From an optimization exercise on the open Yosys and OpenROAD flow, aimed at small area, a short achievable clock period and few clock cycles per item; shortcuts taken in it are not production practice. The RTL was checked by simulation tests, not by an equivalence proof against the original design. Power figures rest on the tool's default switching activity, not on a simulated workload.

## flow/design.v (module list and top-level ports; edited modules follow where they fit)
// module madd_pipeline: 1447 lines
module madd_pipeline #(parameter data_width = 16, parameter n_blocks = 256, parameter full_width = 2 * data_width + 8, parameter n_channels = 16)
	(
		input wire clk,
		input wire reset,
		input wire enable,
		input  wire in_valid,
		output wire in_ready,
		output wire out_valid,
		input  wire out_ready,
		input  wire [$clog2(n_blocks) - 1 : 0] block_in,
		output wire [$clog2(n_blocks) - 1 : 0] block_out,
		input wire [4:0] shift,
		input wire shift_disable,
		input wire signedness,
		input wire saturate_disable,
		input wire signed [data_width - 1 : 0] arg_a_in,
		input wire signed [data_width - 1 : 0] arg_b_in,
		input wire signed [data_width - 1 : 0] arg_c_in,
		output wire signed [full_width - 1 : 0] result_out,
		input  wire [ch_addr_w - 1 : 0] dest_in,
		output wire [ch_addr_w - 1 : 0] dest_out,
		input  wire [4 - 1 : 0] commit_id_in,
		output wire [4 - 1 : 0] commit_id_out,
		input wire commit_flag_in,
		output wire commit_flag_out
	);
  // ...
==> flow/flow/run.sh <==
#!/bin/bash
# Own layout flow: the standard flow (standard.sh) with a few extra ORFS
# make variables, read one per line from flow/extra.mk. By default the port
# buffers that buffer_ports inserts are plain buf_2 cells (buffer_ports
# otherwise picks clkdlybuf4s50_1, a slow 10 um2 delay cell).
# The full output of the flow goes to flow_standard.log in this folder; each
# ORFS step keeps its own log under orfs/logs/.
set -euo pipefail
cd "$(dirname "$0")/.."
EXTRA=()
PORTBUF="BUFFER_PORTS_ARGS=-buffer_cell sky130_fd_sc_hd__buf_2"
if [[ -f flow/extra.mk ]]; then
  while IFS= read -r line; do
    [[ -z "$line" || "$line" == \#* ]] && continue
    if [[ "$line" == BUFFER_PORTS_ARGS=* ]]; then PORTBUF="$line"; continue; fi
    EXTRA+=("$line")
  done < flow/extra.mk
fi
bash standard.sh "$PORTBUF" ${EXTRA[@]+"${EXTRA[@]}"} finish > flow_standard.log 2>&1
==> flow/flow/extra.mk <==
SYNTH_ARGS=-noabc
==> flow/standard.sh <==
#!/bin/bash
# synth_recipe.tcl (not shown) runs the flow's synth.tcl, then flattens the netlist and writes it again
# the make line also repeats each setting of config.mk as NAME=value (left out here)
make -C /OpenROAD-flow-scripts/flow DESIGN_CONFIG=/design/flow/config.mk WORK_HOME=/design/flow/orfs CLKGATE_MAP_FILE= SYNTH_SCRIPT=/design/flow/synth_recipe.tcl "${@:-finish}"
==> flow/config.mk <==
export PLATFORM = sky130hd
export DESIGN_NAME = madd_pipeline
export DESIGN_NICKNAME = madd_pipeline
export VERILOG_FILES = /design/flow/design.v
export SDC_FILE = /design/flow/constraint.sdc
export NUM_CORES = 4
export LEC_CHECK = 0
export ABC_AREA = 1
export CAP_MARGIN = 20
export CORE_MARGIN = 2
export CORE_UTILIZATION = 40
export SETUP_SLACK_MARGIN = 2.0
export SLEW_MARGIN = 20
==> flow/constraint.sdc <==
create_clock -name core_clock -period 7.5 [get_ports {clk}]
set_input_delay 1.5000 -clock core_clock [delete_from_list [all_inputs] [get_ports {clk}]]
set_output_delay 1.5000 -clock core_clock [all_outputs]
set_load 0.01 [all_outputs]
==> reports/qor.yml, run 1 <==
run_status:
  outcome: "finished clean"
critical_path:
  cp-end-kind: "flip-flop"
  arrival_ns: 5.49
  crit_start: "shift[4]"
  crit_end: "lo_q[14]"
logic_synthesis:
  yosys_warnings: 1
  yosys.area_share.simple_pct: 20.8
grt:
  grt_pass1_vias: 13100
  antenna_found_initial: 0
  track_usage_pct: 23.3
layout:
  largest_registers: "h0_q (20), h1_q (20), c_q (16)"
  drive_gt1_share_pct: 17.9
  area_growth_pct: 16.7
  clk_share_pct: 1.60
  final_cell_mix: "nand2_1, inv_1, xor2_1"
die:
  row_count: 69
  fp.dieH_um: 195
  fp.coreArea_sq_mm: 0.0357
  die_x_um: 195
worst_hold_path:
  hold_depth: 2
route:
  route.met2.wl_um: 21200
  firstDrtPassIters: 7
power:
  clk-power_w: 0.000421
  ir_drop_uv: 216
  p_comb_w: 0.00474
clock_tree:
  cts_resized: 26
  clock-sinks: 97
placed_design:
  io_buffers: 136
  placed_area_sq_mm: 0.0157
sta:
  finalMaxSlewViolations: 0
Testbench counts, summed over its fixed seeds: cycles 24,008, items 24,000.
==> run 2, diff against run 1 <==
--- a/flow/config.mk
+++ b/flow/config.mk
@@ -10,3 +10,3 @@
 export CORE_MARGIN = 2
-export CORE_UTILIZATION = 40
+export CORE_UTILIZATION = 42
 export SETUP_SLACK_MARGIN = 2.0
removed: flow/flow/extra.mk
==> run 2 against run 1 <==
- first-iteration DRC count down 6.7%
- die area down 1.4%
- via count up 2.7%
- global-route usage up 0.43 points
- final cell count up 5.7%
- synthesized area up 3.5%
- flip-flop and latch count unchanged
- critical path depth down 10
- synthesized cell count up 8.6%
- clock skew down 0.0031 ns
- critical endpoint is now h1_q[19]
- largest cell class unchanged
==> reports/qor.yml, run 2 <==
sta:
  min_period_ns: 5.32
  grt_setup_unrepaired: "true"
  finalSetupViolCount: 0
  worst_pin_slew_ns: 0.930
  finalMaxSlewViolations: 0  # unchanged
  slew_headroom_pct: 37.9
  fmax_ghz: 0.188
  min_period_over_period_pct: 71.0
  hold_viol_final: 0
  fin_hold_ws_ns: 0.477
  setup_tns_ns: 0
  finClkSkew_ns: 0.00598
placed_design:
  placed_area_sq_mm: 0.0162  # +3.0%
  dp_hpwl_um: 36700
  io_buffers: 136  # unchanged
  gp_congestion: 0.932
  placed_cells_incl_taps: 2568
clock_tree:
  clock-sinks: 97  # unchanged
  cts.reportedPaths.clkPinSlew_ns: 0.07
  root_buffer: "clkbuf_16"
  cts_hold_buf: 0
  htree_levels: 3
  ctsLongestPathBuffers: 2
  cts_made_buffers: 9
  clk_latency_ns: 0.34
  cts_tree: "built"
route:
  drtIter0Drc: 1058
  totalWireLength_um: 45000
  routedWlPerCell_um: 17.2
  postRouteAntennaNets: 0
  firstDrtPassIters: 5  # -2
  route.detailed.drc: 0
  viasPerCell: 5.34
  num_vias: 14000
critical_path:
  crit_fanout: 15
  cp_common_cell: "fa_1"
  arrival_ns: 5.40  # -0.09 ns
  path_delay_family: "adder cells"
  slowest_delay_ns: 0.52
  crit_chain: "buf_2, inv_2, o21ai_1, buf_4, o22ai_1, xor2_1, fa_1, inv_1, fa_1, inv_1, fa_1, inv_1, fa_1, inv_1, fa_1"
  cp-end-kind: "flip-flop"
  required_ns: 7.58
  slowest_stage: "fa_1"
  path_class: "input port to flip-flop"
  crit_buf_inv: 7
  cp-start-kind: "input port"
logic_synthesis:
  synthesis.area_sq_mm: 0.0151
  async_flop_share_pct: 0
  synthDominantCellAreaShare_pct: 19.1
  ys_ff_latch: 97
  yosysTopAreaCell: "edfxtp_1"
  yosysUniqueCellTypes: 52
  avgSynthCellArea_sq_um: 7.37
  synthFlopType: "edfxtp_1"
  synth.area.top_cells: "edfxtp_1, fa_1, nand2_1"
  synth_common_cells: "nand2_1, inv_1, xor2_1"
  yosysMostFrequentCell: "nand2_1"
  synth-seq-area-share_pct: 19.2
  synth_nets: 2323
  synth_cells: 2048
  synth_edf_count: 96
  yosys_warnings: 1  # unchanged
layout:
  layout_commonest_cell: "nand2_1"
  antenna_cells: 0
  area_growth_pct: 12.5
  postLayoutCellArea_sq_mm: 0.0170
  layout.nets: 2424
  layout.cells.non_filler: 2615
  final_cell_mix: "nand2_1, inv_1, xor2_1"
  largest_registers: "h0_q (20), h1_q (20), c_q (16)"
  drive_gt1_share_pct: 13.9  # -4.1 points
  n_fill_cell: 3548
power:
  p_leak_nw: 8.24
  p_per_area_mw_per_mm2: 365
  ir_drop_uv: 277  # +28%
die:
  initial_core_util_pct: 42.6
  dieArea_sq_mm: 0.0375
  fp.coreArea_sq_mm: 0.0355  # -0.72%
  fp.dieH_um: 194  # -0.71%
  die_x_um: 194  # -0.71%
  ioPinCount: 137
  row_count: 69  # unchanged
grt:
  grt_overflow: 0
  grt_first_pass_wirelength_um: 71600
  grt_pass1_vias: 13300  # +1.2%
  grt_start_max_net_pins: 71
  track_usage_pct: 23.8  # +0.43 points
  antenna_found_initial: 1  # +1
worst_hold_path:
  hp-class: "flip-flop to flip-flop"
run_status:
  outcome: "finished clean"
run:
  cap_violations: 0
==> run 2: cell types whose count changed after synthesis, moves of 6 or more <==
cell,before,now
mux2i_1,20,8
inv_1,172,350
xnor2_1,4,10
a22oi_1,1,9
nand2_1,432,469
nand3_1,95,84
o22ai_1,133,146
a21oi_1,63,54
nor3_1,24,10
nor2_1,104,92
o21ai_0,147,134
xor2_1,160,151
nand4_1,12,20
==> run 2: worst reg2reg max path: cells and delay by family, from the launching register on <==
kind                   cells  cell delay [ns]
buffers and inverters      2             1.08
flip-flops                 1             0.32
AND/OR/NAND/NOR            2             0.21
==> run 2: cells by family after synthesis <==
| logic type | count (synthesis) | synth area share [%] |
|---|---|---|
| and+or+nand+nor | 723 | 20.6 |
| buffers and inverters | 477 | 12.2 |
| AOI/OAI and AO/OA | 383 | 14.6 |
| adders and majority gates | 197 | 23.3 |
| xor gates and xnor gates | 163 | 9.55 |
| DFF | 97 | 19.2 |
| muxes | 8 | 0.530 |
==> run 2: repair_timing <==
item | 4_1_cts | 5_1_grt
hold endpoints to repair | 0 | 0
setup endpoints to repair | 40 | 46
setup buffers | 6 | 23
resized for setup | 14 | 60
gates cloned | 1 | 1
pin swaps | 3 | 9
==> run 2: power breakdown <==
part	switching (W)	internal (W)	leakage, nW
registers	0.0000543	0.000936	0.908
logic	0.00295	0.00179	7.19
clock network	0.000203	0.000262	0.142
total	0.00321	0.00299	8.24
==> run 2: worst paths after layout <==
path | slack (ns) | from | end | cells past startpoint
setup / recovery | 2.18 | arg_b_in[13] | h1_q[19] | 15
hold / removal | 0.48 | v_q | v_q | 2
setup reg to reg | 5.45 | v_q | c_q[8] | 4
hold reg to reg | 0.48 | v_q | v_q | 2
==> run 2: final cells by class <==
class,count,area (sq um),share of cell area (%)
sequential,97,2900,17.1
clock inverter,7,77.6,0.457
inverter,379,1490,8.75
clock buffer,9,225,1.33
timing repair buffer,187,1110,6.52
tap,461,577,3.40
multi-input combinational,1475,10600,62.5
==> run 2: through the flow <==
step / power [W] / setup slack [ns] / util, %
after global routing: 0.00693 / 1.97 / 47.9
after detailed placement: 0.00549 / 1.27 / 45.6
final: 0.00620 / 2.18 / 47.9
after global placement: 0.00542 / 1.35 / 45.6
after CTS: 0.00600 / 1.95 / 46.7
after floorplan: 0.00426 / 2.00 / -
==> run 2: routing by layer <==
layer | GRT usage (%) | routed length (um) | vias up | part of all wire [%]
met1 | 33.7 | 20500 | 6614 | 46
met3 | 1.73 | 2370 | 68 | 5.3
met4 | 7.07 | 1050 | 2 | 2.3
met2 | 39.0 | 21100 | 468 | 47
li1 | - | - | 6818 | -
met5 | 0 | 7 | - | 0.016
==> run 3, diff against run 2 <==
==> flow/flow/extra.mk (new file) <==
BUFFER_PORTS_ARGS=-buffer_cell sky130_fd_sc_hd__buf_1
--- a/flow/config.mk
+++ b/flow/config.mk
@@ -10,3 +10,3 @@
 export CORE_MARGIN = 2
-export CORE_UTILIZATION = 42
+export CORE_UTILIZATION = 40
 export SETUP_SLACK_MARGIN = 2.0
==> run 3 against run 2 <==
- total power fell by 2.0%
- highest routed layer is now met4
- maximum frequency fell by 0.59%
- flip-flop and latch count unchanged
- still clean on timing, DRC and antenna
- combinational power is 2% lower
- sequential share of layout area down 0.060 points
- final cell count is 2.7% higher
- critical path type unchanged
- synthesized cell count stayed put
- largest power group unchanged
- final area grew 0.35%
- count of clock-buffer cells in the layout did not move
- utilization down 2.3 points
- critical endpoint is now lo_q[14]
- register-to-register slack got worse by 0.03 ns
==> reports/qor.yml, run 3 <==
route:
  drtIter0Drc: 877  # -17%
  route.met2.wl_um: 21000  # -0.19%
  met3_length_um: 2610  # +10%
  num_vias: 14000  # -0.043%
  firstDrtPassIters: 5  # unchanged
  routed.top_layer: "met4"
  wl_met1_um: 20300  # -1.1%
  route.detailed.drc: 0  # unchanged
  routedWlPerCell_um: 16.8  # -2.3%
  viasPerCell: 5.20  # -2.7%
  postRouteAntennaNets: 0  # unchanged
  totalWireLength_um: 45200  # +0.36%
logic_synthesis:
  synth_xor_xnor_area_share_pct: 9.55  # unchanged
  yosys.area_share.simple_pct: 20.6  # unchanged
  synthesis.area_sq_mm: 0.0151  # unchanged
  ys_ff_latch: 97  # unchanged
  synth_common_cells: "nand2_1, inv_1, xor2_1"
  synth_top_family_by_area: "adder cells"
  synthDominantCellAreaShare_pct: 19.1  # unchanged
  yosys_warnings: 1  # unchanged
  yosysTopAreaCell: "edfxtp_1"
  synth.area.top_cells: "edfxtp_1, fa_1, nand2_1"
  synth-seq-area-share_pct: 19.2  # unchanged
  muxShareOfSynthArea_pct: 0.530  # unchanged
  synth_compound_area_share_pct: 14.6  # unchanged
  synth_edf_count: 96  # unchanged
  synth_adder_area_share_pct: 23.3  # unchanged
  avgSynthCellArea_sq_um: 7.37  # unchanged
  yosysMostFrequentCell: "nand2_1"
  synthFlopType: "edfxtp_1"
  async_flop_share_pct: 0  # unchanged
  synth_cells: 2048  # unchanged
  yosysUniqueCellTypes: 52  # unchanged
  synth_nets: 2323  # unchanged
layout:
  antenna_cells: 0  # unchanged
  layout_commonest_cell: "nand2_1"
  postLayoutCellArea_sq_mm: 0.0170  # +0.35%
  n_fill_cell: 3810  # +7.4%
  multi_input_area_sq_mm: 0.0106  # +0.25%
  drive_gt1_share_pct: 9.33  # -4.5 points
  area_growth_pct: 12.9
  final_cell_mix: "nand2_1, inv_1, xor2_1"
  regArea_sq_mm: 0.00290  # unchanged
  layout.nets: 2445  # +0.87%
  largest_registers: "h0_q (20), h1_q (20), c_q (16)"
  layout.cells.non_filler: 2686  # +2.7%
critical_path:
  crit_chain: "buf_1, inv_1, o22ai_1, xor2_1, ha_1, fa_1, fa_1, ha_1, a21oi_1, o21ai_1, a21oi_1, o21ai_1, a21oi_1, o21ai_1, nand2_1, nand2_1, a21oi_2, o21bai_1, a21o_1"
  cp-start-kind: "input port"
  r2r_cells: 4  # unchanged
  slowest_stage: "fa_1"
  crit_fanout: 16  # +1
  cp-end-kind: "flip-flop"
  path_class: "input port to flip-flop"
  slowest_delay_ns: 0.51  # about the same
  required_ns: 7.61  # +0.03 ns
  arrival_ns: 5.47  # +0.07 ns
  rrSetupSlack_ns: 5.42  # -0.03 ns
sta:
  grt_setup_unrepaired: "false"
  finalSetupViolCount: 0  # unchanged
  min_period_over_period_pct: 71.4  # +0.42 points
  min_period_ns: 5.36  # +0.0318 ns
  worst_pin_slew_ns: 0.928  # -0.00268 ns
  fin_hold_ws_ns: 0.487  # +0.0101 ns
  fmax_ghz: 0.187  # -0.59%
  setup_tns_ns: 0  # unchanged
  finClkSkew_ns: 0.00920  # +0.00322 ns
  finalMaxSlewViolations: 0  # unchanged
  hold_viol_final: 0  # unchanged
  slew_headroom_pct: 38.1  # +0.18 points
die:
  fp.coreArea_sq_mm: 0.0374  # +5.4%
  initial_core_util_pct: 40.4  # -2.2 points
  fp.dieH_um: 198  # +2.4%
  ioPinCount: 137  # unchanged
  row_count: 71  # +2.9%
  dieArea_sq_mm: 0.0393  # +4.9%
  die_x_um: 198  # +2.4%
placed_design:
  placed_area_sq_mm: 0.0162  # -0.11%
  io_buffers: 136  # unchanged
  gp_congestion: 0.941  # +1.0%
  placed_cells_incl_taps: 2630  # +2.4%
  dp_hpwl_um: 36600  # -0.52%
clock_tree:
  cts.reportedPaths.clkPinSlew_ns: 0.07  # about the same
  htree_levels: 3  # unchanged
  clk_latency_ns: 0.36  # +0.02 ns
  ctsLongestPathBuffers: 2  # unchanged
  clock-sinks: 97  # unchanged
  root_buffer: "clkbuf_16"
  cts_tree: "built"
  cts_made_buffers: 9  # unchanged
  cts_hold_buf: 0  # unchanged
worst_hold_path:
  hold_depth: 2  # unchanged
  hp-class: "flip-flop to flip-flop"
power:
  ir_drop_uv: 248  # -11%
  p_leak_nw: 8.02  # -2.7%
  total_power_w: 0.00608  # -2.0%
  p_per_area_mw_per_mm2: 357  # -2.3%
grt:
  grt_start_max_net_pins: 72  # +1.4%
  grt_overflow: 0  # unchanged
  grt_first_pass_wirelength_um: 71300  # -0.44%
  antenna_found_initial: 0  # -1
  track_usage_pct: 23.1  # -0.71 points
  grt_pass1_vias: 13400  # +1.0%
run_status:
  outcome: "finished clean"
run:
  cap_violations: 0  # unchanged
run 3: area by class of cell:
type | instances | share of cell area (%)
Inverter | 379 | 8.58
Clock inverter | 7 | 0.404
Multi-Input combinational cell | 1475 | 62.4
Timing Repair Buffer | 208 | 6.52
Clock buffer | 9 | 1.32
Tap cell | 511 | 3.75
Sequential cell | 97 | 17.0
run 3: per-layer routing:
layer / global-route usage, % / vias up
met2: 37.9 / 467
met3: 2.64 / 71
met1: 31.4 / 6575
met5: 0 / -
li1: - / 6851
met4: 8.13 / 0
run 3: through the flow:
stage,setup WS (ns),utilization [%]
floorplan,2.00,-
global placement,1.07,43.2
detailed placement,1.00,43.2
CTS,2.02,44.4
global route,1.96,45.6
finish,2.14,45.6
run 3: worst max-delay path, delay by kind of cell:
family                   cells  cell delay (ns)
AO/OA/AOI/OAI               10             1.42
XOR/XNOR                     1             0.18
adder cells (fa/ha/maj)      4             1.63
buffers and inverters        2             0.59
AND/OR/NAND/NOR              2             0.13
run 3: repair_timing:
item / in CTS / in global routing
cloned: 1 / 0
gates resized for setup: 22 / 71
buffers inserted: 9 / 30
pin swaps: 5 / 10
endpoints found under the setup margin: 44 / 43
run 3: kinds of logic after synthesis:
logic type	count (synthesis)
flip-flops	97
multiplexers	8
AO/OA/AOI/OAI	383
buffers and inverters	477
XOR/XNOR	163
adder cells (fa/ha/maj)	197
AND/OR/NAND/NOR	723
run 3: where the power goes:
part | switching (W) | internal, W
clock network | 0.000201 | 0.000258
logic | 0.00290 | 0.00173
registers | 0.0000547 | 0.000936
run 3: path summary, 6_finish.rpt:
check	from	end
max reg2reg	v_q	c_q[3]
max	arg_a_in[2]	lo_q[14]
min reg2reg	v_q	v_q
min	v_q	v_q
==> run 4, diff against run 3 <==
removed: flow/flow/extra.mk
==> run 4 against run 3 <==
- utilization down 0.074 points
- critical path depth up 3
- maximum frequency down 0.42%
- still clean
- worst hold slack worse by 0.0069 ns
- critical path type unchanged
- clock power up 8.7%
- count of clock-buffer cells in the layout unchanged
- register-to-register slack better by 0.02 ns
- final area down 0.16%
- flip-flop and latch count unchanged
- first-iteration DRC count up 20%
==> reports/qor.yml, run 4 <==
run:
  cap_violations: 0  # unchanged
logic_synthesis:
  synthFlopType: "edfxtp_1"
  synth_cells: 2048  # unchanged
  synth_common_cells: "nand2_1, inv_1, xor2_1"
  synth.area.top_cells: "edfxtp_1, fa_1, nand2_1"
  synth_nets: 2323  # unchanged
  synth_edf_count: 96  # unchanged
  synth-seq-area-share_pct: 19.2  # unchanged
  avgSynthCellArea_sq_um: 7.37  # unchanged
  ys_ff_latch: 97  # unchanged
  yosysUniqueCellTypes: 52  # unchanged
  synthesis.area_sq_mm: 0.0151  # unchanged
  yosys_warnings: 1  # unchanged
  async_flop_share_pct: 0  # unchanged
  synthDominantCellAreaShare_pct: 19.1  # unchanged
  yosysTopAreaCell: "edfxtp_1"
  yosysMostFrequentCell: "nand2_1"
critical_path:
  path_class: "input port to flip-flop"
  arrival_ns: 5.48  # about the same
  cp-start-kind: "input port"
  cp-end-kind: "flip-flop"
  rrSetupSlack_ns: 5.44  # +0.02 ns
  crit_fanout: 13  # -3
  required_ns: 7.60  # about the same
route:
  drtIter0Drc: 1055  # +20%
  totalWireLength_um: 45800  # +1.3%
  firstDrtPassIters: 5  # unchanged
  route.detailed.drc: 0  # unchanged
  routedWlPerCell_um: 17.2  # +2.4%
  viasPerCell: 5.24  # +0.72%
  postRouteAntennaNets: 0  # unchanged
  num_vias: 13900  # -0.41%
layout:
  n_fill_cell: 3835  # +0.66%
  antenna_cells: 0  # unchanged
  largest_registers: "h0_q (20), h1_q (20), c_q (16)"
  layout_commonest_cell: "nand2_1"
  regArea_sq_mm: 0.00290  # unchanged
  area_growth_pct: 12.7
  final_cell_mix: "nand2_1, inv_1, xor2_1"
  multi_input_area_sq_mm: 0.0106  # -0.21%
  drive_gt1_share_pct: 13.7  # +4.4 points
  layout.cells.non_filler: 2656  # -1.1%
  post-route-util_pct: 45.5  # -0.074 points
  layout.nets: 2415  # -1.2%
clock_tree:
  clock-sinks: 97  # unchanged
  htree_levels: 3  # unchanged
  cts_tree: "built"
  clk_latency_ns: 0.35  # about the same
  cts.reportedPaths.clkPinSlew_ns: 0.06  # about the same
  root_buffer: "clkbuf_16"
  cts_made_buffers: 9  # unchanged
  ctsLongestPathBuffers: 2  # unchanged
grt:
  grt_first_pass_wirelength_um: 72300  # +1.4%
  met3_usage_pct: 2.42  # -0.22 points
  track_usage_pct: 23.4  # +0.37 points
  antenna_found_initial: 0  # unchanged
  grt_overflow: 0  # unchanged
  grt-busiest-layer: "met2"
  grt_use_met1_pct: 32.2  # +0.71 points
  grt_util_met2_pct: 39.3  # +1.4 points
  grt_pass1_vias: 13400  # -0.28%
  grt_start_max_net_pins: 73  # +1.4%
sta:
  hold_viol_final: 0  # unchanged
  finClkSkew_ns: 0.00839  # -0.000808 ns
  finalSetupViolCount: 0  # unchanged
  worst_pin_slew_ns: 0.953  # +0.0257 ns
  grt_setup_unrepaired: "true"
  setup_tns_ns: 0  # unchanged
  slew_headroom_pct: 36.4  # -1.7 points
  fmax_ghz: 0.186  # -0.42%
  min_period_over_period_pct: 71.7  # +0.30 points
  finalMaxSlewViolations: 0  # unchanged
  min_period_ns: 5.38  # +0.0224 ns
placed_design:
  gp_congestion: 0.948  # +0.67%
  placed_cells_incl_taps: 2616  # -0.53%
  io_buffers: 136  # unchanged
  dp_hpwl_um: 36700  # +0.29%
die:
  fp.dieH_um: 198  # unchanged
  ioPinCount: 137  # unchanged
  dieArea_sq_mm: 0.0393  # unchanged
  die_x_um: 198  # unchanged
  initial_core_util_pct: 40.4  # unchanged
  row_count: 71  # unchanged
  fp.coreArea_sq_mm: 0.0374  # unchanged
power:
  ir_drop_uv: 259  # +4.6%
  p_per_area_mw_per_mm2: 359  # +0.54%
  p_leak_nw: 8.22  # +2.5%
run_status:
  outcome: "finished clean"
worst_hold_path:
  hp-class: "flip-flop to flip-flop"
==> run 4: cell counts after synthesis <==
Identical to the previous run, type by type.
==> run 4: cells by family (layout without fill, tap and decap cells) <==
kind of cell / after synthesis / in the layout / share of synthesized area [%]
muxes: 8 / 8 / 0.530
buffers and inverters: 477 / 573 / 12.2
xor gates and xnor gates: 163 / 163 / 9.55
DFF: 97 / 97 / 19.2
and+or+nand+nor: 723 / 724 / 20.6
adders and majority gates: 197 / 197 / 23.3
AOI/OAI and AO/OA: 383 / 383 / 14.6
==> run 4: what timing repair did <==
action	CTS	global route
cloned	1	0
endpoints found under the hold margin	0	0
setup endpoints to repair	64	45
pin swaps	5	9
hold buffers	0	0
setup buffers	13	10
resized for setup	25	56
==> run 4: cell type report <==
| cell class | count | share of cell area (%) |
|---|---|---|
| Multi-Input combinational cell | 1475 | 62.4 |
| Sequential cell | 97 | 17.1 |
| Clock buffer | 9 | 1.32 |
| Inverter | 379 | 8.69 |
| Clock inverter | 7 | 0.581 |
| Tap cell | 511 | 3.76 |
| Timing Repair Buffer | 178 | 6.23 |
==> run 4: critical path, stage by stage <==
cell and delay, ns:
buf_8 0.14, inv_1 0.07, buf_6 0.19, nand2_1 0.13
o21ai_4 0.12, buf_6 0.19, o22ai_1 0.09, xor2_1 0.19
fa_1 0.50, fa_1 0.50, inv_1 0.06, fa_1 0.45
ha_1 0.34, inv_2 0.09, o21ai_1 0.10, a21oi_1 0.17
o21ai_1 0.11, nand2_1 0.07, nand2_1 0.06, a21oi_2 0.16
o21bai_1 0.08, a21o_1 0.15
==> run 4: per-stage QoR <==
stage               total power (W)  hold slack, ns  setup WS (ns)  instance area [sq um]
CTS                         0.00600           0.478           1.99                  16700
global route                0.00682           0.510           1.95                  17000
finish                      0.00610           0.480           2.12                  17000
detailed placement          0.00545           0.469          0.950                  16200
floorplan                   0.00426           0.488           2.00                  15200
global placement            0.00536           0.458          0.984                  16200
==> run 4: worst paths after layout <==
kind                     from        to  cells past startpoint
setup / recovery  arg_b_in[7]  lo_q[14]                     22
hold / removal            v_q       v_q                      2
setup reg to reg          v_q    c_q[7]                      4
hold reg to reg           v_q       v_q                      2
==> run 4: routing by layer <==
layer  vias to the layer above  part of all wire [%]
li1                       6797                     -
met1                      6570                    45
met2                       458                    47
met3                        82                   5.7
met4                         0                   2.4
met5                         -                     0
==> run 4: where the power goes <==
group | leakage, nW | switching [W] | total [W] | internal [W]
Clock | 0.157 | 0.000203 | 0.000498 | 0.000295
Sequential | 0.908 | 0.0000545 | 0.000991 | 0.000936
Combinational | 7.15 | 0.00290 | 0.00461 | 0.00171
Total | 8.22 | 0.00315 | 0.00610 | 0.00295

-- port drivers added, routing unchanged --
The results above use ideal ports. As a check the final layouts listed here were re-extracted and re-timed, cells and wires unchanged.
Step 1: set_driving_cell puts a clkbuf_16 on clk and a buf_2 on each other input, an assumption about the parent block.
Step 2 times the ports against the registers' clock, not the clock port: input delays grow and output delays shrink by t, the midpoint of the rising clock arrivals with the driver on.
Slacks: ideal ports / drivers / drivers and shift; pairs: ideal ports / drivers.
run | t, ns | setup WS [ns] | worst hold slack (ns) | clock arrival spread, ns | worst slew at a driven data input, ns
run 1 | 0.408 | 2.128 / 2.131 / 1.733 | 0.475 / 0.475 / 0.475 | 0.012 / 0.012 | 0.06
run 2 | 0.390 | 2.175 / 2.185 / 1.796 | 0.477 / 0.477 / 0.477 | 0.011 / 0.011 | 0.06
run 3 | 0.399 | 2.143 / 2.166 / 1.767 | 0.487 / 0.487 / 0.487 | 0.016 / 0.016 | 0.05
run 4 | 0.390 | 2.121 / 2.129 / 1.739 | 0.480 / 0.480 / 0.480 | 0.012 / 0.012 | 0.05
After both steps setup and hold are still met in every run listed. The setup slack of run 1, which loses most, moves by +0.003 ns with the drivers and by -0.395 ns with both steps.
